This design comes from an exercise in tuning for small area on the open sky130 flow, not from production work. In this exercise RTL edits were held to simulation tests only and were not proved equivalent to the original. No activity file was given, so power comes from the tool's default toggle rates.

`flow/run.sh`:
```
#!/bin/bash
# synth_recipe.tcl (not shown) runs the flow's synth.tcl, then flattens the netlist and writes it again
# the make line also repeats each setting of config.mk as NAME=value (left out here)
make -C /OpenROAD-flow-scripts/flow DESIGN_CONFIG=/design/flow/config.mk WORK_HOME=/design/flow/orfs CLKGATE_MAP_FILE= SYNTH_SCRIPT=/design/flow/synth_recipe.tcl finish
```
`flow/config.mk`:
```
export PLATFORM = sky130hd
export DESIGN_NAME = channel
export DESIGN_NICKNAME = channel
export VERILOG_FILES = /design/flow/design.v
export SDC_FILE = /design/flow/constraint.sdc
export NUM_CORES = 4
export LEC_CHECK = 0
export CAP_MARGIN = 20
export CORE_MARGIN = 2
export CORE_UTILIZATION = 40
export SLEW_MARGIN = 20
```
`flow/constraint.sdc`:
```
create_clock -name core_clock -period 20.0 [get_ports {clk}]
set_input_delay 4.0000 -clock core_clock [delete_from_list [all_inputs] [get_ports {clk}]]
set_output_delay 4.0000 -clock core_clock [all_outputs]
set_load 0.01 [all_outputs]
```
`flow/design.v`:
```
module channel(clk, rst, pwmsignal, ratio);
input clk;
input rst;
input pwmsignal;
output [12:0] ratio;
reg [21:0] w;
reg [5:0]  c;
reg [5:0]  r;
reg [11:0] q;
reg [9:0]  pre;
reg [9:0]  rat;
assign ratio = {3'b000, rat};
localparam [21:0] W_RST = 22'h00d08a;
localparam [21:0] W_END = 22'h006845;
localparam [21:0] W_MSK = 22'h3fffe9;
wire wend = ((w & W_MSK) == (W_END & W_MSK));
wire pend  = (c == 6'd0);
wire csat  = (c == 6'd50);
wire rwrap = (r == 6'd49);
wire qsat  = (q == 12'd3024);
wire gt48k = (q > 12'd998) | ((q == 12'd998) & (r != 6'd0));
wire meas  = ~pwmsignal & ~pend & gt48k;
wire in_t    = (q[11:10] == 2'b01) & (q[9:0] < 10'd1000);
wire in_1000 = (q > 12'd2024) & (q < 12'd3024);
always @(posedge clk or negedge rst)
if (!rst) begin
  w   <= W_RST;
  c   <= 6'd0;
  r   <= 6'd0;
  q   <= 12'd38;
  pre <= 10'd0;
  rat <= 10'd0;
end else begin
  w <= {w[20:0], ~(w[21] ^ w[20]) ^ wend};
  if (wend)
    rat <= pre;
  if (meas)
    c <= 6'd0;
  else if (!csat)
    c <= c + 6'd1;
  if (pend) begin
    r <= {5'd0, pwmsignal};
    q <= 12'd38;
    if (in_t)
      pre <= q[9:0];
    else if (in_1000)
      pre <= 10'd1000;
  end else if (pwmsignal) begin
    if (rwrap) begin
      r <= 6'd0;
      if (!qsat)
        q <= q + 12'd1;
    end else
      r <= r + 6'd1;
  end else if (!gt48k && !csat) begin
    r <= 6'd0;
    q <= 12'd38;
  end
end
endmodule
```
==> results by group <==
Yosys
  • Register bit total from synthesis: 66
  • Syn_area_per_cell: 11.0 sq um
  • Post-synthesis mux area share: 0.0737
  • Synthesized cell area: roughly 0.0031 sq mm
  • Async S/R FF share, synth: 1.00
  • Synth Area in XOR/XNOR: 0.0200
  • Post-synthesis sequential area ratio: 0.541
  • Largest family of logic cells by synthesized area: simple AND/OR/NAND/NOR gates
  • Adder-Cell Fraction of Synth Area: 0.0326
  • Cell variety after synth: 51
  • Post-synth top flop: dfrtp_1
  • Synth warn: 1
  • Post-Synth Simple-Gate Area: 0.204
  • Compound-Gate Fraction of Synth Area: 0.0811
  • Post-synthesis cell count: 278
  • Number of synthesized flops with an enable pin: 0

Worst hold path
  • Hold path startpoint: w[2]
  • Worst hold stages: 0
  • HP Class: register to register

Setup path
  • CP startpoint kind: primary input
  • Maximum fanout along the worst path: 18
  • Largest delay share family, worst path: compound AO/OA/AOI/OAI gates
  • Worst path depth: 4
  • CP cell instances: clkdlybuf4s50_1 -> o21bai_1 -> a31oi_2 -> a311o_1
  • Reg2reg setup slack: about 17 ns
  • Cells on worst reg2reg path: 5
  • Delay of the slowest cell on the worst path: 0.75 ns
  • Crit path DAT: between 5 and 6 ns
  • Worst setup path startpoint: pwmsignal
  • Bufs and invs on worst path: 1
  • Critical path data required time: a little over 20 ns
  • CP max stage cell: a31oi_2
  • Crit Reg-Reg Startpoint: q[6]
  • CP endpoint kind: register
  • Crit path kind: primary input to register

Timing
  • Setup TNS: 0 ns
  • Worst Setup Slack, final: approximately 15 ns
  • # setup viols final: 0
  • Max-slew violation count: 0
  • Relative slew slack: 0.317
  • RSZ-0062 raised after global routing: false
  • Worst Skew: 0.0109 ns
  • FMAX: ~180 MHz
  • Final period util: 0.271
  • Final hold slack: 0.358 ns
  • Final Hold Fails: 0
  • Slew @ Worst Pin: between 1 and 1.5 ns
  • Fin crit period: 5.43 ns

Floorplan
  • Die W: about 90 um
  • Effective utilization at floorplan: 0.419
  • Die H: approximately 92 um
  • Row count: 31
  • Ports: 16
  • Area of the core: approximately 0.0073 sq mm
  • Full die area: between 0.008 and 0.009 sq mm

Place
  • Post-Place Worst Slack: between 10 and 15 ns
  • Placed Area: approximately 0.0032 sq mm
  • # port buffers: 12
  • Dpl cells: ~380
  • Placer congestion estimate: roughly 0.79
  • Post-DP HPWL: between 3000 and 4000 um

Routing
  • Vias post-DR: between 2,000 and 2,500
  • DR vias/cell: 5.44
  • Post-Route WL: 5750 um
  • ANT nets after route: 0
  • DRC viols: 0
  • DR WL/cell: between 10 and 15 um
  • Pre-antenna DRT Iters: 4
  • DR iter-0 viols: about 130

Job
  • Max-cap violation count: 0

Pwr
  • Power Total: 0.267 mW
  • Leakage: 1.47 nW
  • Pwr/cell area: roughly 78 mW/mm^2
  • Maximum vdd drop: ~31 uV

Global route
  • Initial antenna violation count: 0
  • Grt total ovfl: 0
  • First-pass GRT wire length: slightly above 10,000 um
  • Number of global-route vias before repair: roughly 2,100
  • GRT Total Usage: 0.155
  • Largest net degree at the start of global routing: 67

CTS
  • H-tree Lvls: 3
  • Post-cts sizing count: 0
  • Clock Latency Late Sink: 0.35 ns
  • Post-CTS setup repair buffer count: 0
  • CTS Hold Bufs: 0
  • CTS tree: done
  • Root buf cell: clkbuf_8
  • CTS sink cnt: 66
  • CTS max path bufs: 2
  • Total CTS buffers: 9
  • Clock-pin slew on the worst setup and hold paths: around 0.070 ns

Layout
  • NumNets Final: 300
  • N_diodes: 0
  • Fillers: 692
  • Multi-input logic area: around 0.0013 sq mm
  • Post-layout util: 0.467
  • Share of cells above drive strength 1: 0.150
  • Non-filler cells, final: between 300 and 400
  • Register area: about 0.0017 sq mm
  • Layout area overhead: 11.5%
  • Fin area: about 0.0034 sq mm
  • Most frequent cells in the layout: dfrtp_1, nand2_1, nor2_1, nand3_1, inv_1
  • Most common cell after layout, fill and taps aside: dfrtp_1

Outcome
  • Status: finished clean
-- sequential cells by signal, indices dropped and copies added, names as in the netlist --
signal	count
rat	10
w	22
q	12
pre	10
c	6
r	6
-- cells in the mapped netlist (5+ instances only) --
master   count  area, sq um
mux2_2      10          113
xnor2_1      5         43.8
nor4_1       5         31.3
dfrtp_1     57         1430
nand3_1     15         75.1
nand4_1      8         50.1
nor2_1      19         71.3
ha_1         8          100
nor3_1       7         35.0
dfstp_2      9          236
and3_1       5         31.3
mux2i_1      8         80.1
inv_1       14         52.6
buf_2        7         35.0
nand2_1     22         82.6
o21ai_0      5         25.0
-- power breakdown --
part	internal, mW	leakage, nW	switching, mW
logic	0.00711	0.585	0.0118
registers	0.138	0.796	0.00602
clock network	0.0519	0.0880	0.0529
total	0.196	1.47	0.0707
-- cell families after synthesis --
logic type | after synthesis
compound gates | 35
xor+xnor | 7
fa+ha+maj | 8
buf+inv | 29
flops | 66
mux | 21
other cells | 1
simple gates | 111
-- path summary, 6_finish.rpt --
check,end
setup / recovery,q[7]
hold / removal,w[3]
setup reg to reg,pre[4]
hold reg to reg,w[3]
max in group asynchronous,rat[9]
min in group asynchronous,w[11]
-- metal layers --
layer | vias up | part of all wire | track usage
met2 | 35 | 0.45 | 0.235
met1 | 1070 | 0.49 | 0.205
met3 | 13 | 0.039 | 0.0518
li1 | 1021 | - | -
met4 | 0 | 0.022 | 0.0581
met5 | - | 0 | 0
-- layout make-up --
type	count	share of cell area
inverter	14	0.0153
clock inverter	5	0.0106
sequential	66	0.485
tap	99	0.0362
clock buffer	11	0.0442
multi-input combinational	185	0.373
timing repair buffer	13	0.0358
-- worst register-to-register path: cells and delay by family, from the launching register on --
family / cells / cell delay, ns
AO/OA/AOI/OAI: 2 / 0.97
flip-flops: 1 / 0.50
multiplexers: 1 / 0.39
AND/OR/NAND/NOR: 2 / 0.70

## afterwards: timing with drivers on the ports
The results above use ideal ports. As a check the final layout listed here was re-extracted and re-timed, cells and wires unchanged.
Step 1, drivers: a clkbuf_16 drives clk and a buf_2 each remaining input, both assumed.
Step 2 adds t to the input delays and takes it off the output delays; t is the mean of the earliest and latest rising clock arrival at the registers after step 1. Input paths then give back, and output paths get back, about the clock's delay inside the block.
Slacks: ideal ports / drivers / drivers and shift; pairs: ideal ports / drivers.
shift t [ns]: 0.378
setup WS [ns]: 14.573 / 14.582 / 14.205
hold slack, ns: 0.358 / 0.358 / 0.358
After both steps this run still meets setup and hold. For this run, drivers alone change the setup slack by +0.009 ns; drivers and shift together by -0.368 ns.
